This design comes from an exercise in tuning for small area, a short achievable clock period and few clock cycles on the open sky130 flow, not from production work.
Function was checked by simulation only, so behaviour that the tests miss may differ from the original.
Power figures rest on the tool's default switching activity, not on a simulated workload.

==> design/flow/design.v <==
module Reg 
#(
  parameter WIDTH = 1, 
  parameter RESET_VAL = 0
)
(
  input clk,
  input rst,
  input [WIDTH-1:0] din,
  output reg [WIDTH-1:0] dout,
  input wen
);
  always @(posedge clk) begin
    if (!rst) begin
      dout <= RESET_VAL;
    end else if (wen) begin
      dout <= din;
    end
  end
endmodule
module CLA_4Bits(PP,GP,S,A,B,CI);
  output          PP,GP;                   
  output [3:0]    S;                       
  input  [3:0]    A,B;                     
  input           CI;                      
  wire [3:0] P =  A | B;
  wire [3:0] G =  A & B;
  wire  C1 =  G[0] | P[0]&CI;
  wire  C2 =  G[1] | P[1]&C1;
  wire  C3 =  G[2] | P[2]&C2;
  wire [3:0] C = { C3, C2, C1, CI };
  assign PP = & P[3:0];
  assign GP = G[3] | P[3]&G[2] | P[3]&P[2]&G[1] | P[3]&P[2]&P[1]&G[0];
  assign S  =  A ^ B ^ C ;
endmodule
module CLA_Gen_2Bits(PPP,GPP,C4,PP,GP,CI);
  output          PPP, GPP, C4;
  input  [1:0]    PP, GP;
  input           CI;
  assign C4=GP[0] | PP[0]&CI,
         GPP=GP[1] | PP[1]&GP[0],
         PPP=PP[1]&PP[0];
endmodule
module CLA_Gen_4Bits(PPP,GPP,C4,C8,C12,PP,GP,CI);
  output          PPP, GPP, C4, C8, C12;
  input  [3:0]    PP, GP;
  input           CI;
      assign C4=GP[0] | PP[0]&CI,
             C8=GP[1] | PP[1]&GP[0] | PP[1]&PP[0]&CI,
             C12=GP[2] | PP[2]&GP[1] | PP[2]&PP[1]&GP[0] | PP[2]&PP[1]&PP[0]&CI,
             GPP=GP[3] | PP[3]&GP[2] | PP[3]&PP[2]&GP[1] | PP[3]&PP[2]&PP[1]&GP[0],
             PPP = & PP[3:0];
endmodule
module CLA_16Bits(PPP,GPP,S,A,B,CI);
  output          GPP, PPP;
  output [15:0]   S;
  input  [15:0]   A,B;
  input           CI;
  wire   [3:0]    PP, GP;
  wire            C4, C8, C12;
  CLA_4Bits  BITS30(PP[0],GP[0],S[3:0],A[3:0],B[3:0],CI),
             BITS74(PP[1],GP[1],S[7:4],A[7:4],B[7:4],C4),
             BITS118(PP[2],GP[2],S[11:8],A[11:8],B[11:8],C8),
             BITS1512(PP[3],GP[3],S[15:12],A[15:12],B[15:12],C12);
  CLA_Gen_4Bits GEN150(PPP,GPP,C4,C8,C12,PP[3:0],GP[3:0],CI);
endmodule
module CLA_64Bits(PPP,GPP,S,A,B,CI);
  output          GPP, PPP;
  output [63:0]   S;
  input  [63:0]   A,B;
  input           CI;
  wire   [3:0]    PP, GP;
  wire            C16, C32, C48;
  CLA_16Bits     BITS15_0(PP[0],GP[0],S[15:0],A[15:0],B[15:0],CI),
                 BITS31_16(PP[1],GP[1],S[31:16],A[31:16],B[31:16],C16),
                 BITS47_32(PP[2],GP[2],S[47:32],A[47:32],B[47:32],C32),
                 BITS63_48(PP[3],GP[3],S[63:48],A[63:48],B[63:48],C48);
  CLA_Gen_4Bits  GEN63_0(PPP,GPP,C16,C32,C48,PP[3:0],GP[3:0],1'b0);
endmodule
module CLA_32Bit_Adder(CO,S,A,B,CI);
  output          CO;
  output [31:0]   S;
  input  [31:0]   A,B;
  input           CI;
  wire            GPP, PPP;
  wire   [1:0]    PP, GP;
  wire            C16, C32, C48;
  CLA_16Bits     BITS15_0(PP[0],GP[0],S[15:0],A[15:0],B[15:0],CI),
                 BITS31_16(PP[1],GP[1],S[31:16],A[31:16],B[31:16],C16);
  CLA_Gen_2Bits  GEN31_0(PPP,GPP,C16,PP[1:0],GP[1:0],CI);
  assign         CO =  GPP | PPP&CI;
endmodule
module CLA_64Bit_Adder(CO,S,A,B,CI);
  output          CO;
  output [63:0]   S;
  input  [63:0]   A,B;
  input           CI;
  wire            GPP, PPP;
  wire   [3:0]    PP, GP;
  wire            C16, C32, C48;
  CLA_16Bits     BITS15_0(PP[0],GP[0],S[15:0],A[15:0],B[15:0],CI),
                 BITS31_16(PP[1],GP[1],S[31:16],A[31:16],B[31:16],C16),
                 BITS47_32(PP[2],GP[2],S[47:32],A[47:32],B[47:32],C32),
                 BITS63_48(PP[3],GP[3],S[63:48],A[63:48],B[63:48],C48);
  CLA_Gen_4Bits  GEN63_0(PPP,GPP,C16,C32,C48,PP[3:0],GP[3:0],CI);
  assign         CO =  GPP | PPP&CI;
endmodule
module CLA_128Bit_Adder_CLK(Clk, Rst, S, A, B);
  input Clk;
  input Rst;
  output reg [127:0]   S;
  input  [127:0]   A,B;
  wire            GPP, PPP;
  wire   [1:0]    PP, GP;
  wire            C64;
  reg [127:0] SInside;
  CLA_64Bits     BITS63_0(PP[0],GP[0],SInside[63:0],A[63:0],B[63:0],1'b0),
                 BITS128_64(PP[1],GP[1],SInside[127:64],A[127:64],B[127:64],C64);
  CLA_Gen_2Bits  GEN63_0(PPP,GPP,C64,PP[1:0],GP[1:0],1'b0);
  always @ (posedge Clk) begin
    if(!Rst) begin
      S <= 128'h0;
    end else begin
      S <= SInside;
    end
  end
endmodule
module CLA_128Bit_Adder(S, A, B);
  output reg [127:0]   S;
  input  [127:0]   A,B;
  wire            GPP, PPP;
  wire   [1:0]    PP, GP;
  wire            C64;
  CLA_64Bits     BITS63_0(PP[0],GP[0],S[63:0],A[63:0],B[63:0],1'b0),
                 BITS128_64(PP[1],GP[1],S[127:64],A[127:64],B[127:64],C64);
  CLA_Gen_2Bits  GEN63_0(PPP,GPP,C64,PP[1:0],GP[1:0],1'b0);
endmodule
module CasAdder3_2
#(parameter DataWidth = 128)
(
  input [DataWidth - 1 : 0] Addend0,
  input [DataWidth - 1 : 0] Addend1,
  input [DataWidth - 1 : 0] Addend2,
  output [DataWidth - 1 : 0] Sum,
  output [DataWidth - 1 : 0] Carry 
);
  assign Sum = Addend0 ^ Addend1 ^ Addend2;
  wire [DataWidth : 0] CarryMore = {(Addend0 & Addend2) | (Addend1 & Addend2) | (Addend0 & Addend1), 1'b0};
  assign Carry = CarryMore[DataWidth - 1 : 0];
  wire [DataWidth - 1 : 0] testsum0 = Addend0 + Addend1 + Addend2;
  wire [DataWidth - 1 : 0] testsum1 = Sum + Carry;
endmodule
module CasAdder4_2
#(parameter DataWidth = 128)
(
  input [DataWidth - 1 : 0] Addend0,
  input [DataWidth - 1 : 0] Addend1,
  input [DataWidth - 1 : 0] Addend2,
  input [DataWidth - 1 : 0] Addend3,
  output [DataWidth - 1 : 0] Sum,
  output [DataWidth - 1 : 0] Carry 
);
  wire [DataWidth - 1 : 0] Addend1AndAddend0 = Addend1 & Addend0;
  wire [DataWidth - 1 : 0] Addend2AndAddend0 = Addend2 & Addend0;
  wire [DataWidth - 1 : 0] Addend2AndAddend1 = Addend2 & Addend1;
  wire [DataWidth - 1 : 0] Sum1 = Addend0 ^ Addend1 ^ Addend2;
  wire [DataWidth : 0] Carry1 = {(Addend1AndAddend0 | Addend2AndAddend0 | Addend2AndAddend1), 1'b0};
  wire [DataWidth - 1 : 0] Carry2 = Carry1[DataWidth - 1 : 0];
  assign Sum = Sum1 ^ Addend3 ^ Carry2;
  wire [DataWidth : 0] Carry3 = {((Sum1 & Addend3) | (Sum1 & Carry2) | (Addend3 & Carry2)), 1'b0};
  assign Carry[DataWidth - 1 : 0] = Carry3[DataWidth - 1 : 0];
endmodule
module GenPP(
  input [63:0] Mulitiplicand,
  input [63:0] Mulitiplier,
  output [64 : 0] PartialProduct0,
  output [64 : 0] PartialProduct1,
  output [64 : 0] PartialProduct2,
  output [64 : 0] PartialProduct3,
  output [64 : 0] PartialProduct4,
  output [64 : 0] PartialProduct5,
  output [64 : 0] PartialProduct6,
  output [64 : 0] PartialProduct7,
  output [64 : 0] PartialProduct8,
  output [64 : 0] PartialProduct9,
  output [64 : 0] PartialProduct10,
  output [64 : 0] PartialProduct11,
  output [64 : 0] PartialProduct12,
  output [64 : 0] PartialProduct13,
  output [64 : 0] PartialProduct14,
  output [64 : 0] PartialProduct15,
  output [64 : 0] PartialProduct16,
  output [64 : 0] PartialProduct17,
  output [64 : 0] PartialProduct18,
  output [64 : 0] PartialProduct19,
  output [64 : 0] PartialProduct20,
  output [64 : 0] PartialProduct21,
  output [64 : 0] PartialProduct22,
  output [64 : 0] PartialProduct23,
  output [64 : 0] PartialProduct24,
  output [64 : 0] PartialProduct25,
  output [64 : 0] PartialProduct26,
  output [64 : 0] PartialProduct27,
  output [64 : 0] PartialProduct28,
  output [64 : 0] PartialProduct29,
  output [64 : 0] PartialProduct30,
  output [64 : 0] PartialProduct31
);
  wire [2:0] Segment0 = {Mulitiplier[1:0], 1'b0};
  wire [2:0] Segment1 = Mulitiplier[3:1];
  wire [2:0] Segment2 = Mulitiplier[5:3];
  wire [2:0] Segment3 = Mulitiplier[7:5];
  wire [2:0] Segment4 = Mulitiplier[9:7];
  wire [2:0] Segment5 = Mulitiplier[11:9];
  wire [2:0] Segment6 = Mulitiplier[13:11];
  wire [2:0] Segment7 = Mulitiplier[15:13];
  wire [2:0] Segment8 = Mulitiplier[17:15];
  wire [2:0] Segment9 = Mulitiplier[19:17];
  wire [2:0] Segment10 = Mulitiplier[21:19];
  wire [2:0] Segment11 = Mulitiplier[23:21];
  wire [2:0] Segment12 = Mulitiplier[25:23];
  wire [2:0] Segment13 = Mulitiplier[27:25];
  wire [2:0] Segment14 = Mulitiplier[29:27];
  wire [2:0] Segment15 = Mulitiplier[31:29];
  wire [2:0] Segment16 = Mulitiplier[33:31];
  wire [2:0] Segment17 = Mulitiplier[35:33];
  wire [2:0] Segment18 = Mulitiplier[37:35];
  wire [2:0] Segment19 = Mulitiplier[39:37];
  wire [2:0] Segment20 = Mulitiplier[41:39];
  wire [2:0] Segment21 = Mulitiplier[43:41];
  wire [2:0] Segment22 = Mulitiplier[45:43];
  wire [2:0] Segment23 = Mulitiplier[47:45];
  wire [2:0] Segment24 = Mulitiplier[49:47];
  wire [2:0] Segment25 = Mulitiplier[51:49];
  wire [2:0] Segment26 = Mulitiplier[53:51];
  wire [2:0] Segment27 = Mulitiplier[55:53];
  wire [2:0] Segment28 = Mulitiplier[57:55];
  wire [2:0] Segment29 = Mulitiplier[59:57];
  wire [2:0] Segment30 = Mulitiplier[61:59];
  wire [2:0] Segment31 = Mulitiplier[63:61];
  assign PartialProduct0 = BoothDecode(Segment0, Mulitiplicand);
  assign PartialProduct1 = BoothDecode(Segment1, Mulitiplicand);
  assign PartialProduct2 = BoothDecode(Segment2, Mulitiplicand);
  assign PartialProduct3 = BoothDecode(Segment3, Mulitiplicand);
  assign PartialProduct4 = BoothDecode(Segment4, Mulitiplicand);
  assign PartialProduct5 = BoothDecode(Segment5, Mulitiplicand);
  assign PartialProduct6 = BoothDecode(Segment6, Mulitiplicand);
  assign PartialProduct7 = BoothDecode(Segment7, Mulitiplicand);
  assign PartialProduct8 = BoothDecode(Segment8, Mulitiplicand);
  assign PartialProduct9 = BoothDecode(Segment9, Mulitiplicand);
  assign PartialProduct10 = BoothDecode(Segment10, Mulitiplicand);
  assign PartialProduct11 = BoothDecode(Segment11, Mulitiplicand);
  assign PartialProduct12 = BoothDecode(Segment12, Mulitiplicand);
  assign PartialProduct13 = BoothDecode(Segment13, Mulitiplicand);
  assign PartialProduct14 = BoothDecode(Segment14, Mulitiplicand);
  assign PartialProduct15 = BoothDecode(Segment15, Mulitiplicand);
  assign PartialProduct16 = BoothDecode(Segment16, Mulitiplicand);
  assign PartialProduct17 = BoothDecode(Segment17, Mulitiplicand);
  assign PartialProduct18 = BoothDecode(Segment18, Mulitiplicand);
  assign PartialProduct19 = BoothDecode(Segment19, Mulitiplicand);
  assign PartialProduct20 = BoothDecode(Segment20, Mulitiplicand);
  assign PartialProduct21 = BoothDecode(Segment21, Mulitiplicand);
  assign PartialProduct22 = BoothDecode(Segment22, Mulitiplicand);
  assign PartialProduct23 = BoothDecode(Segment23, Mulitiplicand);
  assign PartialProduct24 = BoothDecode(Segment24, Mulitiplicand);
  assign PartialProduct25 = BoothDecode(Segment25, Mulitiplicand);
  assign PartialProduct26 = BoothDecode(Segment26, Mulitiplicand);
  assign PartialProduct27 = BoothDecode(Segment27, Mulitiplicand);
  assign PartialProduct28 = BoothDecode(Segment28, Mulitiplicand);
  assign PartialProduct29 = BoothDecode(Segment29, Mulitiplicand);
  assign PartialProduct30 = BoothDecode(Segment30, Mulitiplicand);
  assign PartialProduct31 = BoothDecode(Segment31, Mulitiplicand);
  function [64 : 0] BoothDecode;
    input [2:0] Segment;
    input [64 - 1 : 0] Mulitiplicand;
    case ( Segment[2:0] )
         3'b000  :  BoothDecode = 65'h0_0000_0000_0000_0000;                                          
         3'b001,
         3'b010  :  BoothDecode = { Mulitiplicand[64-1], Mulitiplicand[64-1:0] }  ;  
         3'b011  :  BoothDecode = { Mulitiplicand[64-1:0], 1'b0 }  ;                        
         3'b100  :  BoothDecode = { ~Mulitiplicand[64-1:0], 1'b1 }  ;                       
         3'b101,
         3'b110  :  BoothDecode = { ~Mulitiplicand[64-1], ~Mulitiplicand[64-1:0] } ; 
         3'b111  :  BoothDecode = 65'h1FFFFFFFF_FFFFFFFF;                                            
    endcase
  endfunction
endmodule
module AddPP_FinL(
  input Clk,
  input Rst,
  input [1:0] MulHoldFlagFromEx,
  input [128 - 1 : 0] SumPP_CSA50,
  input [128 - 1 : 0] CarryPP_CSA50,
  output reg [(64 * 2) - 1 : 0] Sum,
  output reg MulHoldEndToEx
);
  wire [(64 * 2) - 1 : 0] SumInside;
  CLA_128Bit_Adder_CLK CLA(Clk, Rst, Sum, SumPP_CSA50, CarryPP_CSA50);
  always @ (posedge Clk) begin
    if(!Rst) begin
      MulHoldEndToEx <= 1'b0;
    end else if(MulHoldFlagFromEx == 2'b01) begin
      MulHoldEndToEx <= 1'b1;
    end else begin
      MulHoldEndToEx <= 1'b0;
    end
  end
endmodule
module AddPP_FivL(
  input Clk,
  input Rst,
  input [1:0] MulHoldFlagFromEx,
  input [126 - 1 : 0] SumPP_CSA40,
  input [126 - 1 : 0] CarryPP_CSA40,
  input Mulitiplier_63,
  output [(64 * 2) - 1 : 0] Sum,
  output reg MulHoldEndToEx
);
  reg [128 - 1 : 0] SumPP_CSA50Inside;
  reg [128 - 1 : 0] CarryPP_CSA50Inside;  
  reg [1:0] MulHoldFlagFromExInside;
  wire [128 - 1 : 0] SumPP_CSA50;
  wire [128 - 1 : 0] CarryPP_CSA50;
  CasAdder3_2 #(128) CSA_50({2'h0, SumPP_CSA40}, {2'h0, CarryPP_CSA40}, {65'h0_0000_0000_0000_0000, Mulitiplier_63, 62'h0000_0000_0000_0000}, SumPP_CSA50, CarryPP_CSA50);
  AddPP_FinL u_AddPP_FinL(Clk, Rst, MulHoldFlagFromExInside, SumPP_CSA50Inside, CarryPP_CSA50Inside, Sum, MulHoldEndToEx);
  Reg #(2, 2'b0) Reg_MulHoldFlagFromExInside (Clk, Rst, MulHoldFlagFromEx, MulHoldFlagFromExInside, 1'b1);
  always @ (posedge Clk) begin
    if(!Rst) begin
      SumPP_CSA50Inside <= 128'h0;
      CarryPP_CSA50Inside <= 128'h0;
    end else begin
      SumPP_CSA50Inside <= SumPP_CSA50;
      CarryPP_CSA50Inside <= CarryPP_CSA50;
    end
  end
endmodule
module AddPP_ForL(
  input Clk,
  input Rst,
  input [1:0] MulHoldFlagFromEx,
  input [94 - 1 : 0] SumPP_CSA30,
  input [96 - 1 : 0] SumPP_CSA31,
  input [94 - 1 : 0] CarryPP_CSA30,
  input [96 - 1 : 0] CarryPP_CSA31,
  input Mulitiplier_63,
  output [(64 * 2) - 1 : 0] Sum,
  output reg MulHoldEndToEx
);
  reg [126 - 1 : 0] SumPP_CSA40Inside;
  reg [126 - 1 : 0] CarryPP_CSA40Inside;
  reg Mulitiplier_63Inside;
  reg [1:0] MulHoldFlagFromExInside;
  wire [126 - 1 : 0] SumPP_CSA40;
  wire [126 - 1 : 0] CarryPP_CSA40;
  CasAdder4_2 #(.DataWidth(126)) CSA_40({32'h0000_0000, SumPP_CSA30}, {SumPP_CSA31, 30'h0000_0000}, {32'h0000_0000, CarryPP_CSA30}, {CarryPP_CSA31, 30'h0000_0000}, SumPP_CSA40, CarryPP_CSA40);
  AddPP_FivL u_AddPP_FivL(Clk, Rst, MulHoldFlagFromExInside, SumPP_CSA40Inside, CarryPP_CSA40Inside, Mulitiplier_63Inside, Sum, MulHoldEndToEx);
  Reg #(2, 2'b0) Reg_MulHoldFlagFromExInside (Clk, Rst, MulHoldFlagFromEx, MulHoldFlagFromExInside, 1'b1);
  always @ (posedge Clk) begin
    if(!Rst) begin
      SumPP_CSA40Inside <= 126'h0;
      CarryPP_CSA40Inside <= 126'h0;
    end else begin
      SumPP_CSA40Inside <= SumPP_CSA40;
      CarryPP_CSA40Inside <= CarryPP_CSA40;
    end
  end
  Reg #(1, 1'b0) Reg_Mulitiplier_63Inside (Clk, Rst, Mulitiplier_63, Mulitiplier_63Inside, 1'b1);
endmodule
module AddPP_ThiL(
  input Clk,
  input Rst,
  input [1:0] MulHoldFlagFromEx,
  input [78 - 1 : 0] SumPP_CSA20,
  input [80 - 1 : 0] SumPP_CSA21,
  input [80 - 1 : 0] SumPP_CSA22,
  input [80 - 1 : 0] SumPP_CSA23,
  input [78 - 1 : 0] CarryPP_CSA20,
  input [80 - 1 : 0] CarryPP_CSA21,
  input [80 - 1 : 0] CarryPP_CSA22,
  input [80 - 1 : 0] CarryPP_CSA23,
  input Mulitiplier_63,
  output [(64 * 2) - 1 : 0] Sum,
  output MulHoldEndToEx
);
  reg [94 - 1 : 0] SumPP_CSA30Inside;
  reg [96 - 1 : 0] SumPP_CSA31Inside;
  reg [94 - 1 : 0] CarryPP_CSA30Inside;
  reg [96 - 1 : 0] CarryPP_CSA31Inside;
  reg Mulitiplier_63Inside;
  reg [1:0] MulHoldFlagFromExInside;
  wire [94 - 1 : 0] SumPP_CSA30;
  wire [94 - 1 : 0] CarryPP_CSA30;
  CasAdder4_2 #(.DataWidth(94)) CSA_30({16'h0000, SumPP_CSA20}, {SumPP_CSA21, 14'h0000}, {16'h0000, CarryPP_CSA20}, {CarryPP_CSA21, 14'h0000}, SumPP_CSA30, CarryPP_CSA30);
  wire [96 - 1 : 0] SumPP_CSA31;
  wire [96 - 1 : 0] CarryPP_CSA31;
  CasAdder4_2 #(.DataWidth(96)) CSA_31({16'h0000, SumPP_CSA22}, {SumPP_CSA23, 16'h0000}, {16'h0000, CarryPP_CSA22}, {CarryPP_CSA23, 16'h0000}, SumPP_CSA31, CarryPP_CSA31);  
  AddPP_ForL u_AddPP_ForL(Clk, Rst, MulHoldFlagFromExInside, SumPP_CSA30Inside, SumPP_CSA31Inside, CarryPP_CSA30Inside, CarryPP_CSA31Inside, Mulitiplier_63Inside, Sum, MulHoldEndToEx);
  Reg #(2, 2'b0) Reg_MulHoldFlagFromExInside (Clk, Rst, MulHoldFlagFromEx, MulHoldFlagFromExInside, 1'b1);
  always @ (posedge Clk) begin
    if(!Rst) begin
      SumPP_CSA30Inside <= 94'h0;
      SumPP_CSA31Inside <= 96'h0;
      CarryPP_CSA30Inside <= 94'h0;
      CarryPP_CSA31Inside <= 96'h0;
    end else begin
      SumPP_CSA30Inside <= SumPP_CSA30;
      SumPP_CSA31Inside <= SumPP_CSA31;
      CarryPP_CSA30Inside <= CarryPP_CSA30;
      CarryPP_CSA31Inside <= CarryPP_CSA31;
    end
  end
  Reg #(1, 1'b0) Reg_Mulitiplier_63Inside (Clk, Rst, Mulitiplier_63, Mulitiplier_63Inside, 1'b1);
endmodule
module AddPP_SecL(
  input Clk,
  input Rst,
  input [1:0] MulHoldFlagFromEx,
  input [70 - 1 : 0] SumPP_CSA10,
  input [72 - 1 : 0] SumPP_CSA11,
  input [72 - 1 : 0] SumPP_CSA12,
  input [72 - 1 : 0] SumPP_CSA13,
  input [72 - 1 : 0] SumPP_CSA14,
  input [72 - 1 : 0] SumPP_CSA15,
  input [72 - 1 : 0] SumPP_CSA16,
  input [72 - 1 : 0] SumPP_CSA17,
  input [70 - 1 : 0] CarryPP_CSA10,
  input [72 - 1 : 0] CarryPP_CSA11,
  input [72 - 1 : 0] CarryPP_CSA12,
  input [72 - 1 : 0] CarryPP_CSA13,
  input [72 - 1 : 0] CarryPP_CSA14,
  input [72 - 1 : 0] CarryPP_CSA15,
  input [72 - 1 : 0] CarryPP_CSA16,
  input [72 - 1 : 0] CarryPP_CSA17,
  input Mulitiplier_63,
  output [(64 * 2) - 1 : 0] Sum,
  output MulHoldEndToEx
);
  reg [78 - 1 : 0] SumPP_CSA20Inside;
  reg [80 - 1 : 0] SumPP_CSA21Inside;
  reg [80 - 1 : 0] SumPP_CSA22Inside;
  reg [80 - 1 : 0] SumPP_CSA23Inside;
  reg [78 - 1 : 0] CarryPP_CSA20Inside;
  reg [80 - 1 : 0] CarryPP_CSA21Inside;
  reg [80 - 1 : 0] CarryPP_CSA22Inside;
  reg [80 - 1 : 0] CarryPP_CSA23Inside;
  reg Mulitiplier_63Inside;
  reg [1:0] MulHoldFlagFromExInside;
  wire [78 - 1 : 0] SumPP_CSA20;
  wire [78 - 1 : 0] CarryPP_CSA20;
  CasAdder4_2 #(.DataWidth(78)) CSA_20({8'h00, SumPP_CSA10}, {SumPP_CSA11, 6'h00}, {8'h00, CarryPP_CSA10}, {CarryPP_CSA11, 6'h00}, SumPP_CSA20, CarryPP_CSA20);
  wire [80 - 1 : 0] SumPP_CSA21;
  wire [80 - 1 : 0] CarryPP_CSA21;
  CasAdder4_2 #(.DataWidth(80)) CSA_21({8'h00, SumPP_CSA12}, {SumPP_CSA13, 8'h00}, {8'h00, CarryPP_CSA12}, {CarryPP_CSA13, 8'h00}, SumPP_CSA21, CarryPP_CSA21);
  wire [80 - 1 : 0] SumPP_CSA22;
  wire [80 - 1 : 0] CarryPP_CSA22;
  CasAdder4_2 #(.DataWidth(80)) CSA_22({8'h00, SumPP_CSA14}, {SumPP_CSA15, 8'h00}, {8'h00, CarryPP_CSA14}, {CarryPP_CSA15, 8'h00}, SumPP_CSA22, CarryPP_CSA22);
  wire [80 - 1 : 0] SumPP_CSA23;
  wire [80 - 1 : 0] CarryPP_CSA23;
  CasAdder4_2 #(.DataWidth(80)) CSA_23({8'h00, SumPP_CSA16}, {SumPP_CSA17, 8'h00}, {8'h00, CarryPP_CSA16}, {CarryPP_CSA17, 8'h00}, SumPP_CSA23, CarryPP_CSA23);
  AddPP_ThiL u_AddPP_ThiL(Clk, Rst, MulHoldFlagFromExInside, SumPP_CSA20Inside, SumPP_CSA21Inside, SumPP_CSA22Inside, SumPP_CSA23Inside, CarryPP_CSA20Inside, CarryPP_CSA21Inside, CarryPP_CSA22Inside, CarryPP_CSA23Inside, Mulitiplier_63Inside, Sum, MulHoldEndToEx);
  Reg #(2, 2'b0) Reg_MulHoldFlagFromExInside (Clk, Rst, MulHoldFlagFromEx, MulHoldFlagFromExInside, 1'b1);
  always @ (posedge Clk) begin
    if(!Rst) begin
      SumPP_CSA20Inside <= 78'h0;
      SumPP_CSA21Inside <= 80'h0;
      SumPP_CSA22Inside <= 80'h0;
      SumPP_CSA23Inside <= 80'h0;
      CarryPP_CSA20Inside <= 78'h0;
      CarryPP_CSA21Inside <= 80'h0;
      CarryPP_CSA22Inside <= 80'h0;
      CarryPP_CSA23Inside <= 80'h0;
    end else begin
      SumPP_CSA20Inside <= SumPP_CSA20;
      SumPP_CSA21Inside <= SumPP_CSA21;
      SumPP_CSA22Inside <= SumPP_CSA22;
      SumPP_CSA23Inside <= SumPP_CSA23;
      CarryPP_CSA20Inside <= CarryPP_CSA20;
      CarryPP_CSA21Inside <= CarryPP_CSA21;
      CarryPP_CSA22Inside <= CarryPP_CSA22;
      CarryPP_CSA23Inside <= CarryPP_CSA23;
    end
  end
  Reg #(1, 1'b0) Reg_Mulitiplier_63Inside (Clk, Rst, Mulitiplier_63, Mulitiplier_63Inside, 1'b1);
endmodule
module AddPP(
  input Clk,
  input Rst,
  input [63:0] Mulitiplier,
  input [1:0] MulHoldFlagFromEx,
  input [64 : 0] PartialProduct0,
  input [64 : 0] PartialProduct1,
  input [64 : 0] PartialProduct2,
  input [64 : 0] PartialProduct3,
  input [64 : 0] PartialProduct4,
  input [64 : 0] PartialProduct5,
  input [64 : 0] PartialProduct6,
  input [64 : 0] PartialProduct7,
  input [64 : 0] PartialProduct8,
  input [64 : 0] PartialProduct9,
  input [64 : 0] PartialProduct10,
  input [64 : 0] PartialProduct11,
  input [64 : 0] PartialProduct12,
  input [64 : 0] PartialProduct13,
  input [64 : 0] PartialProduct14,
  input [64 : 0] PartialProduct15,
  input [64 : 0] PartialProduct16,
  input [64 : 0] PartialProduct17,
  input [64 : 0] PartialProduct18,
  input [64 : 0] PartialProduct19,
  input [64 : 0] PartialProduct20,
  input [64 : 0] PartialProduct21,
  input [64 : 0] PartialProduct22,
  input [64 : 0] PartialProduct23,
  input [64 : 0] PartialProduct24,
  input [64 : 0] PartialProduct25,
  input [64 : 0] PartialProduct26,
  input [64 : 0] PartialProduct27,
  input [64 : 0] PartialProduct28,
  input [64 : 0] PartialProduct29,
  input [64 : 0] PartialProduct30,
  input [64 : 0] PartialProduct31,
  output [(64 * 2) - 1 : 0] Sum,
  output MulHoldEndToEx
);
  reg [70 - 1 : 0] SumPP_CSA10Inside;
  reg [72 - 1 : 0] SumPP_CSA11Inside;
  reg [72 - 1 : 0] SumPP_CSA12Inside;
  reg [72 - 1 : 0] SumPP_CSA13Inside;
  reg [72 - 1 : 0] SumPP_CSA14Inside;
  reg [72 - 1 : 0] SumPP_CSA15Inside;
  reg [72 - 1 : 0] SumPP_CSA16Inside;
  reg [72 - 1 : 0] SumPP_CSA17Inside;
  reg [70 - 1 : 0] CarryPP_CSA10Inside;
  reg [72 - 1 : 0] CarryPP_CSA11Inside;
  reg [72 - 1 : 0] CarryPP_CSA12Inside;
  reg [72 - 1 : 0] CarryPP_CSA13Inside;
  reg [72 - 1 : 0] CarryPP_CSA14Inside;
  reg [72 - 1 : 0] CarryPP_CSA15Inside;
  reg [72 - 1 : 0] CarryPP_CSA16Inside;
  reg [72 - 1 : 0] CarryPP_CSA17Inside;
  reg Mulitiplier_63Inside;
  reg [1:0] MulHoldFlagFromExInside;
  wire [70 - 1 : 0] AddPP0_CSA10 = {{6{1'b0}}, PartialProduct0[64 - 1 : 0]};
  wire [70 - 1 : 0] AddPP1_CSA10 = {{4{1'b0}}, PartialProduct1[64 - 1 : 0], 1'b0, Mulitiplier[1]};
  wire [70 - 1 : 0] AddPP2_CSA10 = {{2{1'b0}}, PartialProduct2[64 - 1 : 0], 1'b0, Mulitiplier[3], 2'h0};
  wire [70 - 1 : 0] AddPP3_CSA10 = {PartialProduct3[64 - 1 : 0], 1'b0, Mulitiplier[5], 4'h0};
  wire [70 - 1 : 0] SumPP_CSA10;
  wire [70 - 1 : 0] CarryPP_CSA10;
  CasAdder4_2 #(.DataWidth(70 )) CSA_10(AddPP0_CSA10, AddPP1_CSA10, AddPP2_CSA10, AddPP3_CSA10, SumPP_CSA10, CarryPP_CSA10);
  wire [72 - 1 : 0] AddPP0_CSA11 = {{6{1'b0}}, PartialProduct4[64 - 1 : 0], 1'b0, Mulitiplier[7]};
  wire [72 - 1 : 0] AddPP1_CSA11 = {{4{1'b0}}, PartialProduct5[64 - 1 : 0], 1'b0, Mulitiplier[9], 2'h0};
  wire [72 - 1 : 0] AddPP2_CSA11 = {{2{1'b0}}, PartialProduct6[64 - 1 : 0], 1'b0, Mulitiplier[11], 4'h0};
  wire [72 - 1 : 0] AddPP3_CSA11 = {PartialProduct7[64 - 1 : 0], 1'b0, Mulitiplier[13], 6'h00};
  wire [72 - 1 : 0] SumPP_CSA11;
  wire [72 - 1 : 0] CarryPP_CSA11;
  CasAdder4_2 #(.DataWidth(72)) CSA_11(AddPP0_CSA11, AddPP1_CSA11, AddPP2_CSA11, AddPP3_CSA11, SumPP_CSA11, CarryPP_CSA11);
  wire [72 - 1 : 0] AddPP0_CSA12 = {{6{1'b0}}, PartialProduct8[64 - 1 : 0], 1'b0, Mulitiplier[15]};
  wire [72 - 1 : 0] AddPP1_CSA12 = {{4{1'b0}}, PartialProduct9[64 - 1 : 0], 1'b0, Mulitiplier[17], 2'h0};
  wire [72 - 1 : 0] AddPP2_CSA12 = {{2{1'b0}}, PartialProduct10[64 - 1 : 0], 1'b0, Mulitiplier[19], 4'h0};
  wire [72 - 1 : 0] AddPP3_CSA12 = {PartialProduct11[64 - 1 : 0], 1'b0, Mulitiplier[21], 6'h00};
  wire [72 - 1 : 0] SumPP_CSA12;
  wire [72 - 1 : 0] CarryPP_CSA12;
  CasAdder4_2 #(.DataWidth(72)) CSA_12(AddPP0_CSA12, AddPP1_CSA12, AddPP2_CSA12, AddPP3_CSA12, SumPP_CSA12, CarryPP_CSA12);
  wire [72 - 1 : 0] AddPP0_CSA13 = {{6{1'b0}}, PartialProduct12[64 - 1 : 0], 1'b0, Mulitiplier[23]};
  wire [72 - 1 : 0] AddPP1_CSA13 = {{4{1'b0}}, PartialProduct13[64 - 1 : 0], 1'b0, Mulitiplier[25], 2'h0};
  wire [72 - 1 : 0] AddPP2_CSA13 = {{2{1'b0}}, PartialProduct14[64 - 1 : 0], 1'b0, Mulitiplier[27], 4'h0};
  wire [72 - 1 : 0] AddPP3_CSA13 = {PartialProduct15[64 - 1 : 0], 1'b0, Mulitiplier[29], 6'h00};
  wire [72 - 1 : 0] SumPP_CSA13;
  wire [72 - 1 : 0] CarryPP_CSA13;
  CasAdder4_2 #(.DataWidth(72)) CSA_13(AddPP0_CSA13, AddPP1_CSA13, AddPP2_CSA13, AddPP3_CSA13, SumPP_CSA13, CarryPP_CSA13);
  wire [72 - 1 : 0] AddPP0_CSA14 = {{6{1'b0}}, PartialProduct16[64 - 1 : 0], 1'b0, Mulitiplier[31]};
  wire [72 - 1 : 0] AddPP1_CSA14 = {{4{1'b0}}, PartialProduct17[64 - 1 : 0], 1'b0, Mulitiplier[33], 2'h0};
  wire [72 - 1 : 0] AddPP2_CSA14 = {{2{1'b0}}, PartialProduct18[64 - 1 : 0], 1'b0, Mulitiplier[35], 4'h0};
  wire [72 - 1 : 0] AddPP3_CSA14 = {PartialProduct19[64 - 1 : 0], 1'b0, Mulitiplier[37], 6'h00};
  wire [72 - 1 : 0] SumPP_CSA14;
  wire [72 - 1 : 0] CarryPP_CSA14;
  CasAdder4_2 #(.DataWidth(72)) CSA_14(AddPP0_CSA14, AddPP1_CSA14, AddPP2_CSA14, AddPP3_CSA14, SumPP_CSA14, CarryPP_CSA14);
  wire [72 - 1 : 0] AddPP0_CSA15 = {{6{1'b0}}, PartialProduct20[64 - 1 : 0], 1'b0, Mulitiplier[39]};
  wire [72 - 1 : 0] AddPP1_CSA15 = {{4{1'b0}}, PartialProduct21[64 - 1 : 0], 1'b0, Mulitiplier[41], 2'h0};
  wire [72 - 1 : 0] AddPP2_CSA15 = {{2{1'b0}}, PartialProduct22[64 - 1 : 0], 1'b0, Mulitiplier[43], 4'h0};
  wire [72 - 1 : 0] AddPP3_CSA15 = {PartialProduct23[64 - 1 : 0], 1'b0, Mulitiplier[45], 6'h00};
  wire [72 - 1 : 0] SumPP_CSA15;
  wire [72 - 1 : 0] CarryPP_CSA15;
  CasAdder4_2 #(.DataWidth(72)) CSA_15(AddPP0_CSA15, AddPP1_CSA15, AddPP2_CSA15, AddPP3_CSA15, SumPP_CSA15, CarryPP_CSA15);
  wire [72 - 1 : 0] AddPP0_CSA16 = {{6{1'b0}}, PartialProduct24[64 - 1 : 0], 1'b0, Mulitiplier[47]};
  wire [72 - 1 : 0] AddPP1_CSA16 = {{4{1'b0}}, PartialProduct25[64 - 1 : 0], 1'b0, Mulitiplier[49], 2'h0};
  wire [72 - 1 : 0] AddPP2_CSA16 = {{2{1'b0}}, PartialProduct26[64 - 1 : 0], 1'b0, Mulitiplier[51], 4'h0};
  wire [72 - 1 : 0] AddPP3_CSA16 = {PartialProduct27[64 - 1 : 0], 1'b0, Mulitiplier[53], 6'h00};
  wire [72 - 1 : 0] SumPP_CSA16;
  wire [72 - 1 : 0] CarryPP_CSA16;
  CasAdder4_2 #(.DataWidth(72)) CSA_16(AddPP0_CSA16, AddPP1_CSA16, AddPP2_CSA16, AddPP3_CSA16, SumPP_CSA16, CarryPP_CSA16);
  wire [72 - 1 : 0] AddPP0_CSA17 = {{6{1'b0}}, PartialProduct28[64 - 1 : 0], 1'b0, Mulitiplier[55]};
  wire [72 - 1 : 0] AddPP1_CSA17 = {{4{1'b0}}, PartialProduct29[64 - 1 : 0], 1'b0, Mulitiplier[57], 2'h0};
  wire [72 - 1 : 0] AddPP2_CSA17 = {{2{1'b0}}, PartialProduct30[64 - 1 : 0], 1'b0, Mulitiplier[59], 4'h0};
  wire [72 - 1 : 0] AddPP3_CSA17 = {PartialProduct31[64 - 1 : 0], 1'b0, Mulitiplier[61], 6'h00};
  wire [72 - 1 : 0] SumPP_CSA17;
  wire [72 - 1 : 0] CarryPP_CSA17;
  CasAdder4_2 #(.DataWidth(72)) CSA_17(AddPP0_CSA17, AddPP1_CSA17, AddPP2_CSA17, AddPP3_CSA17, SumPP_CSA17, CarryPP_CSA17);
  AddPP_SecL u_AddPP_SecL(Clk, Rst, MulHoldFlagFromExInside, SumPP_CSA10Inside, SumPP_CSA11Inside, SumPP_CSA12Inside, SumPP_CSA13Inside, SumPP_CSA14Inside, SumPP_CSA15Inside, SumPP_CSA16Inside, SumPP_CSA17Inside, CarryPP_CSA10Inside, CarryPP_CSA11Inside, CarryPP_CSA12Inside, CarryPP_CSA13Inside, CarryPP_CSA14Inside, CarryPP_CSA15Inside, CarryPP_CSA16Inside, CarryPP_CSA17Inside, Mulitiplier_63Inside, Sum, MulHoldEndToEx);
  always @ (posedge Clk) begin
    if(!Rst) begin
      MulHoldFlagFromExInside <= 2'b0;
    end else begin
      MulHoldFlagFromExInside <= MulHoldFlagFromEx;
    end
  end
  always @ (posedge Clk) begin
    if(!Rst) begin
      SumPP_CSA10Inside <= 70'h0;
      SumPP_CSA11Inside <= 72'h0;
      SumPP_CSA12Inside <= 72'h0;
      SumPP_CSA13Inside <= 72'h0;
      SumPP_CSA14Inside <= 72'h0;
      SumPP_CSA15Inside <= 72'h0;
      SumPP_CSA16Inside <= 72'h0;
      SumPP_CSA17Inside <= 72'h0;
      CarryPP_CSA10Inside <= 70'h0;
      CarryPP_CSA11Inside <= 72'h0;
      CarryPP_CSA12Inside <= 72'h0;
      CarryPP_CSA13Inside <= 72'h0;
      CarryPP_CSA14Inside <= 72'h0;
      CarryPP_CSA15Inside <= 72'h0;
      CarryPP_CSA16Inside <= 72'h0;
      CarryPP_CSA17Inside <= 72'h0;
    end else begin
      SumPP_CSA10Inside <= SumPP_CSA10;
      SumPP_CSA11Inside <= SumPP_CSA11;
      SumPP_CSA12Inside <= SumPP_CSA12;
      SumPP_CSA13Inside <= SumPP_CSA13;
      SumPP_CSA14Inside <= SumPP_CSA14;
      SumPP_CSA15Inside <= SumPP_CSA15;
      SumPP_CSA16Inside <= SumPP_CSA16;
      SumPP_CSA17Inside <= SumPP_CSA17;
      CarryPP_CSA10Inside <= CarryPP_CSA10;
      CarryPP_CSA11Inside <= CarryPP_CSA11;
      CarryPP_CSA12Inside <= CarryPP_CSA12;
      CarryPP_CSA13Inside <= CarryPP_CSA13;
      CarryPP_CSA14Inside <= CarryPP_CSA14;
      CarryPP_CSA15Inside <= CarryPP_CSA15;
      CarryPP_CSA16Inside <= CarryPP_CSA16;
      CarryPP_CSA17Inside <= CarryPP_CSA17;
    end
  end
  Reg #(1, 1'b0) Reg_Mulitiplier_63Inside (Clk, Rst, Mulitiplier[63], Mulitiplier_63Inside, 1'b1);
endmodule
module DivCore (
  input Clk,
  input Rst,
  input [63:0] Divisor,
  input [63:0] Dividend, 
  input [1:0] DivHoldFlagFromEx,
  input [4:0] DivWriteAddrToDiv,
  input [6:0] DivOpCodeFromEx,
  input [2:0] DivFunct3FromEx,
  input [6:0] DivFunct7FromEx,
  output reg [63:0] Quotient,
  output reg [63:0] Remainder,
  output reg DivHoldEndToEx,                                           
  output [6:0] DivOpCodeToEx,
  output [2:0] DivFunct3ToEx,
  output [6:0] DivFunct7ToEx,
  output [4:0] DivWriteAddrToEx
);
  parameter DivIdel = 4'b0001;
  parameter DivStart = 4'b0010;
  parameter DivRun = 4'b0100;
  parameter DivEnd = 4'b1000;
  reg [3:0] CurrentState;
  reg [3:0] NextState;
  reg [6:0] DivCounter;
  reg [128:0] RemainderInside;
  reg [63:0] DivisorInside;
  reg [63:0] DividendInside;
  reg [6:0] DivOpocdeInside;
  reg [2:0] DivFunct3Inside;
  reg [6:0] DivFunct7Inside;
  reg [4:0] DivWriteAddrInside;
  always @ (posedge Clk) begin
    if(!Rst) begin
      DivisorInside <= 64'h0;
      DividendInside <= 64'h0;
      DivOpocdeInside <= 7'h00;
      DivFunct3Inside <= 3'h0;
      DivFunct7Inside <= 7'h00;
      DivWriteAddrInside <= 5'h00;
    end else if(DivHoldFlagFromEx == 2'b10) begin
      DivisorInside <= Divisor;
      DividendInside <= Dividend;
      DivOpocdeInside <= DivOpCodeFromEx;
      DivFunct3Inside <= DivFunct3FromEx;
      DivFunct7Inside <= DivFunct7FromEx;
      DivWriteAddrInside <= DivWriteAddrToDiv;
    end
  end
  assign DivOpCodeToEx = DivHoldEndToEx ? DivOpocdeInside : 7'h00;
  assign DivFunct3ToEx = DivHoldEndToEx ? DivFunct3Inside : 3'h0;
  assign DivFunct7ToEx = DivHoldEndToEx ? DivFunct7Inside : 7'h00;
  assign DivWriteAddrToEx = DivHoldEndToEx ? DivWriteAddrInside : 5'h00;
  wire [63:0] ans;
  wire [63:0] InvDivisorInside = ~DivisorInside + 1;
  wire CarryOut;
  CLA_64Bit_Adder CLA_64Bit_Adder_Div(CarryOut, ans, RemainderInside[127:64], InvDivisorInside, 1'b0);
  always @ (posedge Clk) begin
    if(!Rst) begin
      CurrentState <= DivIdel;
    end else begin
      CurrentState <= NextState;
    end
  end
  always @ ( * ) begin
    case (CurrentState) 
      DivIdel : begin
        if(DivHoldFlagFromEx == 2'b10) begin
          NextState = DivStart;
        end else begin
          NextState = DivIdel;
        end
      end
      DivStart : begin
        NextState = DivRun;
      end
      DivRun : begin
        if(DivCounter == 7'h40) begin
          NextState = DivEnd;
        end else begin
          NextState = DivRun;
        end
      end
      DivEnd : begin
        NextState = DivIdel;
      end
      default : begin
        NextState = DivIdel;
      end
    endcase
  end
  always @ ( * ) begin
    case (CurrentState)
      DivIdel : begin
        Remainder = 64'b0;
        DivHoldEndToEx = 1'b0;
        Quotient = 64'b0;
      end
      DivStart : begin
        Remainder = 64'b0;
        DivHoldEndToEx = 1'b0;
        Quotient = 64'b0;
      end
      DivEnd : begin
        DivHoldEndToEx = 1'b1;
        Remainder = RemainderInside[128:65];
        Quotient = RemainderInside[63:0];
      end
      default : begin
        Remainder = 64'b0;
        DivHoldEndToEx = 1'b0;
        Quotient = 64'b0;
      end
    endcase
  end
  always @ (posedge Clk) begin
    if(!Rst) begin
      DivCounter <= 7'h00;
      RemainderInside <= 129'h0;
    end else begin
      case (CurrentState)
        DivStart : begin
          DivCounter <= 7'h00;
          RemainderInside <= {65'h0, DividendInside};
        end
        DivRun : begin
          RemainderInside <= (CarryOut | RemainderInside[128]) ? {ans[63:0], RemainderInside[63:0], 1'b1} : {RemainderInside[127:0], 1'b0};
          if(DivCounter == 7'h40) begin
            DivCounter <= 7'h00;
          end else begin
            DivCounter <= DivCounter + 1;
          end
        end
        default : begin
          DivCounter <= 7'h00;
          RemainderInside <= 129'h0;
        end
      endcase
    end
  end
endmodule
module BalotelliMulDiv (
  input Clk,
  input Rst,
  input InValid,
  input [3:0] InOp,
  input [63:0] InA,
  input [63:0] InB,
  output InReady,
  output OutValid,
  output [63:0] OutResult
);
  reg Busy;
  wire Fire = InValid & ~Busy;
  assign InReady = ~Busy;
  wire Word = InOp[3];
  wire IsDiv = InOp[2];
  wire DivSigned = IsDiv & ~InOp[0];
  wire [63:0] ExtA = Word ? (DivSigned ? {{32{InA[31]}}, InA[31:0]} : {32'h0, InA[31:0]}) : InA;
  wire [63:0] ExtB = Word ? (DivSigned ? {{32{InB[31]}}, InB[31:0]} : {32'h0, InB[31:0]}) : InB;
  wire NegA = DivSigned & ExtA[63];
  wire NegB = DivSigned & ExtB[63];
  wire [63:0] AbsA = NegA ? (~ExtA + 64'h1) : ExtA;
  wire [63:0] AbsB = NegB ? (~ExtB + 64'h1) : ExtB;
  reg [3:0] OpR;
  reg [63:0] AR;
  reg [63:0] BR;
  reg NegAR;
  reg NegBR;
  wire MulDone;
  wire DivDone;
  wire Done = MulDone | DivDone;
  always @(posedge Clk) begin
    if (!Rst) begin
      Busy <= 1'b0;
      OpR <= 4'h0;
      AR <= 64'h0;
      BR <= 64'h0;
      NegAR <= 1'b0;
      NegBR <= 1'b0;
    end else begin
      if (Fire) begin
        Busy <= 1'b1;
        OpR <= InOp;
        AR <= ExtA;
        BR <= ExtB;
        NegAR <= NegA;
        NegBR <= NegB;
      end else if (Done) begin
        Busy <= 1'b0;
      end
    end
  end
  wire [1:0] MulHoldFlag = (Fire & ~IsDiv) ? 2'b01 : 2'b00;
  wire [127:0] Product;
  wire [64 : 0] PartialProduct0;
  wire [64 : 0] PartialProduct1;
  wire [64 : 0] PartialProduct2;
  wire [64 : 0] PartialProduct3;
  wire [64 : 0] PartialProduct4;
  wire [64 : 0] PartialProduct5;
  wire [64 : 0] PartialProduct6;
  wire [64 : 0] PartialProduct7;
  wire [64 : 0] PartialProduct8;
  wire [64 : 0] PartialProduct9;
  wire [64 : 0] PartialProduct10;
  wire [64 : 0] PartialProduct11;
  wire [64 : 0] PartialProduct12;
  wire [64 : 0] PartialProduct13;
  wire [64 : 0] PartialProduct14;
  wire [64 : 0] PartialProduct15;
  wire [64 : 0] PartialProduct16;
  wire [64 : 0] PartialProduct17;
  wire [64 : 0] PartialProduct18;
  wire [64 : 0] PartialProduct19;
  wire [64 : 0] PartialProduct20;
  wire [64 : 0] PartialProduct21;
  wire [64 : 0] PartialProduct22;
  wire [64 : 0] PartialProduct23;
  wire [64 : 0] PartialProduct24;
  wire [64 : 0] PartialProduct25;
  wire [64 : 0] PartialProduct26;
  wire [64 : 0] PartialProduct27;
  wire [64 : 0] PartialProduct28;
  wire [64 : 0] PartialProduct29;
  wire [64 : 0] PartialProduct30;
  wire [64 : 0] PartialProduct31;
  GenPP GenPP_64(InA, InB, PartialProduct0, PartialProduct1, PartialProduct2,
                PartialProduct3, PartialProduct4, PartialProduct5, PartialProduct6, PartialProduct7, PartialProduct8,
                PartialProduct9, PartialProduct10, PartialProduct11, PartialProduct12, PartialProduct13, PartialProduct14,
                PartialProduct15, PartialProduct16, PartialProduct17, PartialProduct18, PartialProduct19, PartialProduct20,
                PartialProduct21, PartialProduct22, PartialProduct23, PartialProduct24, PartialProduct25, PartialProduct26,
                PartialProduct27, PartialProduct28, PartialProduct29, PartialProduct30, PartialProduct31);
  AddPP AddPP_64(Clk, Rst, InB, MulHoldFlag, PartialProduct0, PartialProduct1, PartialProduct2,
                PartialProduct3, PartialProduct4, PartialProduct5, PartialProduct6, PartialProduct7, PartialProduct8,
                PartialProduct9, PartialProduct10, PartialProduct11, PartialProduct12, PartialProduct13, PartialProduct14,
                PartialProduct15, PartialProduct16, PartialProduct17, PartialProduct18, PartialProduct19, PartialProduct20,
                PartialProduct21, PartialProduct22, PartialProduct23, PartialProduct24, PartialProduct25, PartialProduct26,
                PartialProduct27, PartialProduct28, PartialProduct29, PartialProduct30, PartialProduct31, Product, MulDone);
  wire [63:0] MulResult = OpR[3] ? {{32{Product[31]}}, Product[31:0]} : Product[63:0];
  wire [1:0] DivHoldFlag = (Fire & IsDiv) ? 2'b10 : 2'b00;
  wire [63:0] Quotient;
  wire [63:0] Remainder;
  DivCore DivCore_RISCV (Clk, Rst, AbsB, AbsA, DivHoldFlag,
                         5'h00, 7'h00, 3'h0, 7'h00,
                         Quotient, Remainder, DivDone,
                         , , , );
  wire DivByZero = (BR == 64'h0);
  wire [63:0] SQuotient = (NegAR ^ NegBR) ? (~Quotient + 64'h1) : Quotient;
  wire [63:0] SRemainder = NegAR ? (~Remainder + 64'h1) : Remainder;
  wire [63:0] DivFull = OpR[1] ? (DivByZero ? AR : SRemainder)
                                   : (DivByZero ? 64'hffff_ffff_ffff_ffff : SQuotient);
  wire [63:0] DivResult = OpR[3] ? {{32{DivFull[31]}}, DivFull[31:0]} : DivFull;
  assign OutValid = Done;
  assign OutResult = DivDone ? DivResult : (MulDone ? MulResult : 64'h0);
endmodule
==> design/flow/run.sh <==
#!/bin/bash
# synth_recipe.tcl (not shown) runs the flow's synth.tcl, then flattens the netlist and writes it again
# the make line also repeats each setting of config.mk as NAME=value (left out here)
make -C /OpenROAD-flow-scripts/flow DESIGN_CONFIG=/design/flow/config.mk WORK_HOME=/design/flow/orfs CLKGATE_MAP_FILE= SYNTH_SCRIPT=/design/flow/synth_recipe.tcl finish
==> design/flow/config.mk <==
export PLATFORM = sky130hd
export DESIGN_NAME = BalotelliMulDiv
export DESIGN_NICKNAME = BalotelliMulDiv
export VERILOG_FILES = /design/flow/design.v
export SDC_FILE = /design/flow/constraint.sdc
export NUM_CORES = 4
export LEC_CHECK = 0
export CAP_MARGIN = 20
export CORE_MARGIN = 2
export CORE_UTILIZATION = 40
export SLEW_MARGIN = 20
==> design/flow/constraint.sdc <==
create_clock -name core_clock -period 8.0 [get_ports {Clk}]
set_input_delay 1.6000 -clock core_clock [delete_from_list [all_inputs] [get_ports {Clk}]]
set_output_delay 1.6000 -clock core_clock [all_outputs]
set_load 0.01 [all_outputs]
==> summary.md <==
| Metric | Value |
|---|---|
| Setup slack after layout | `0.690 ns` |
| Fmax | `between 100 and 150 MHz` |
| Final layout net count | `16.2k` |
| Pin count of the biggest net entering global routing | `241` |
| Resized Gates After CTS | `0` |
| Die area | `317,000 µm²` |
| Hold buffer count at CTS | `0` |
| Class of the tightest hold or removal check | `reg -> reg` |
| Maximum buffer depth of the clock tree | `4` |
| Synthesis-stage register bit count | `1,753` |
| Number of antenna violations at the first check in global routing | `59` |
| Mapped cell area | `between 100,000 and 150,000 µm²` |
| Worst EP arrival | `between 5 and 6 ns` |
| Tightest slew margin relative to the limit | `14.8%` |
| Via count of the first global-routing pass | `103k` |
| Final Critical Period | `7.31 ns` |
| Share of cells above drive strength 1 | `5.46%` |
| Number of warning messages in the yosys log | `12` |
| # DRC | `0` |
| Final Max Tran Viols | `0` |
| TritonCTS Buffers | `200` |
| Routed vias | `between 100k and 150k` |
| Count of mapped cells out of synthesis | `15.7k` |
| RSZ-0062 raised after global routing | `false` |
| Share of flip-flops with an asynchronous set or reset | `0%` |
| Vias per inst | `5.88` |
| H-Tree Depth | `4` |
| Max IR drop VDD | `0.209 mV` |
| Required @ worst endpoint | `6.40 ns` |
| Leakage power total | `53.6 nW` |
| Maximum fanout along the worst path | `32` |
| Register area | `35,100 µm²` |
| TritonCTS clock tree | `done` |
| Run status | `timing/DRC/antenna clean` |
| Max capacitance violation total | `0` |
| Final period util | `91.4%` |
| Synth unique cells | `85` |
| GRT Residual Overflow | `0` |
| CTS Root Buffer Type | `clkbuf_16` |
| Wirelength per Cell | `25.3 µm` |
| Total routing usage reported by global routing | `29.5%` |
| I/O Pins | `201` |
| Estimated wirelength of the detail-placed design | `336,000 µm` |
| EDFF count, synth | `0` |
| Routability cong. | `1.00` |
| Share of the yosys chip area belonging to registers | `about 28%` |
| Post-CTS setup buffers | `0` |
| Actual transition at the worst max-transition pin | `around 1.3 ns` |
| Setup Slack @ Placement | `1.44 ns` |
| Core Area | `just over 300,000 µm²` |
| Area used by multi-input combinational logic | `~82,000 µm²` |
| Setup TNS | `0 ns` |
| Clock sink total | `1,753` |
| Fin Clk Skew | `0.0688 ns` |
| Count of antenna-violating nets left after detailed routing | `0` |
| Initial detailed-routing violation count | `13.9k` |
| Hold WS | `~0.42 ns` |
| Top flip-flop cell by instance count after synthesis | `dfxtp_1` |
| Final setup violation count | `0` |
| Worst Path Class, Setup | `reg -> out` |
| Final number of hold-violating endpoints | `0` |
| Clock insertion delay at the later pin of the skew report | `around 0.91 ns` |
| DIE HEIGHT | `563 µm` |
| Avg Cell Area, Syn | `about 8 µm²` |
| Final WL | `479,000 µm` |
| Post-synthesis to final-layout area growth | `8.08%` |
| Capturing element type of the critical path | `output port` |
| Nets in the synthesized netlist | `17.3k` |
| Width of the chip | `563 µm` |
| First-pass iteration count of the detailed router | `10` |
| Global-route wire length before repair | `704,000 µm` |
| Category of the worst setup path launch point | `register` |
| Fillers | `30.8k` |
| Number of rows created at floorplan | `between 200 and 250` |
| Register clock-pin slew on the reported worst setup and hold paths | `0.07 ns` |
| Ratio of total power to cell area | `about 230 nW/µm²` |
| Quantity of I/O buffers inserted on ports | `200` |
| Initial cell density of the core | `approximately 40%` |
worst paths after layout:
| kind | startpoint | endpoint | slack [ns] | cells after the start |
|---|---|---|---|---|
| worst max-delay path | BR[58] | OutResult[38] | 0.69 | 11 |
| worst min-delay path | register | register | 0.42 | 1 |
| worst min register to register | register | register | 0.42 | 1 |
| worst max register to register | DivCore_RISCV.DivisorInside[12] | DivCore_RISCV.RemainderInside[127] | 1.41 | 22 |
worst max-delay path, cell delays in order (launching register included):
cell	delay, ns
dfxtp_1	0.32
nor4_1	0.42
nand4_1	0.29
nor4_2	1.02
buf_4	0.36
nor2_2	0.04
buf_4	0.27
o21ai_0	0.21
nand4_1	0.37
o21ai_1	0.66
a221o_1	0.28
clkdlybuf4s50_1	0.55
through the flow:
step                total power, mW  util [%]  cell area [µm²]  std cells
global route                   33.2      43.3           135000      18900
floorplan                      17.8         -           125000      15700
detailed placement             21.6      41.1           128000      18600
CTS                            31.4      43.3           135000      18900
finish                         31.3      43.4           135000      19000
global placement               21.5      41.1           128000      18600
synth_stat cells, types with 64 or more instances:
cell type | number | area, µm²
mux2i_1 | 65 | 651
nand2b_1 | 72 | 450
nand2_1 | 1811 | 6800
a221oi_1 | 103 | 902
and2_1 | 907 | 5670
nor3_1 | 124 | 621
ha_1 | 479 | 5990
nor2_1 | 1893 | 7110
o31ai_1 | 69 | 518
clkbuf_1 | 1436 | 5390
nor4_1 | 83 | 519
a22o_1 | 64 | 561
xor2_1 | 152 | 1330
xnor2_1 | 267 | 2340
a22oi_1 | 642 | 4820
a21oi_1 | 1275 | 6380
buf_1 | 258 | 968
dfxtp_1 | 1753 | 35100
inv_1 | 424 | 1590
nand3_1 | 94 | 470
o21ai_0 | 1442 | 7220
fa_1 | 995 | 19900
a211oi_1 | 330 | 2480
a21o_1 | 79 | 593
o211ai_1 | 266 | 2000
layout by cell type (no fill, tap or decap), drive strengths merged, types with 69 or more instances in the layout:
master            n
nand2b           74
a211oi          330
clkbuf          269
xor2            152
o21ai          1444
a22oi           642
nor2           1893
inv             433
nor4             89
xnor2           267
buf             362
nand2          1811
dfxtp          1753
o31ai            69
nand3            94
a21oi          1275
ha              479
and2            919
fa              995
a221oi          103
clkdlybuf4s50   122
nor3            128
o211ai          266
a21o             79
power breakdown:
part / leakage, nW / internal (mW) / total (mW) / switching [mW]
Clock: 3.33 / 5.71 / 9.67 / 3.96
Sequential: 14.4 / 10.4 / 11.5 / 1.10
Combinational: 35.9 / 4.17 / 10.2 / 6.01
kinds of logic after synthesis:
family          count (synthesis)  share of synthesized area, %
compound gates               4506                          21.9
xor+xnor                      419                          2.94
fa+ha+maj                    1529                          21.2
buf+inv                      2127                          6.40
flops                        1753                          28.1
mux                            68                         0.548
simple gates                 5249                          18.9
area by class of cell:
| class | instances | share of cell area (%) |
|---|---|---|
| Clock inverter | 84 | 0.838 |
| Timing Repair Buffer | 484 | 3.02 |
| Sequential cell | 1753 | 26.0 |
| Inverter | 429 | 1.20 |
| Antenna cell | 27 | 0.0501 |
| Clock buffer | 269 | 4.22 |
| Tap cell | 4140 | 3.84 |
| Multi-Input combinational cell | 11800 | 60.8 |
metal layers:
| layer | GRT usage, % | wire length, µm | vias to the layer above |
|---|---|---|---|
| li1 | - | - | 50900 |
| met1 | 39.3 | 197000 | 53400 |
| met2 | 43.6 | 202000 | 5928 |
| met3 | 7.20 | 50500 | 1187 |
| met4 | 16.3 | 30200 | 18 |
| met5 | 0 | 145 | - |

static timing again, ports no longer ideal:
In the flow no input, the clock included, has a driving cell. The finished layout below was timed again as built, in two steps. Step 1 assumes that a clkbuf_16 drives the clock port and a buf_2 every other input. Step 2 also shifts input and output timing later by t, the mid clock arrival at the registers, as if the neighbouring blocks saw the same clock. Three values: ideal ports, drivers, drivers and shift; two values: the first two.
shift t [ns]: 0.990
setup slack, ns: 0.690 / 0.580 / 1.412
clock arrival spread, ns: 0.072 / 0.073
worst data-port slew with drivers (ns): 0.32
After both steps this run still meets setup and hold. For this run, drivers alone change the setup slack by -0.110 ns; drivers and shift together by +0.722 ns.
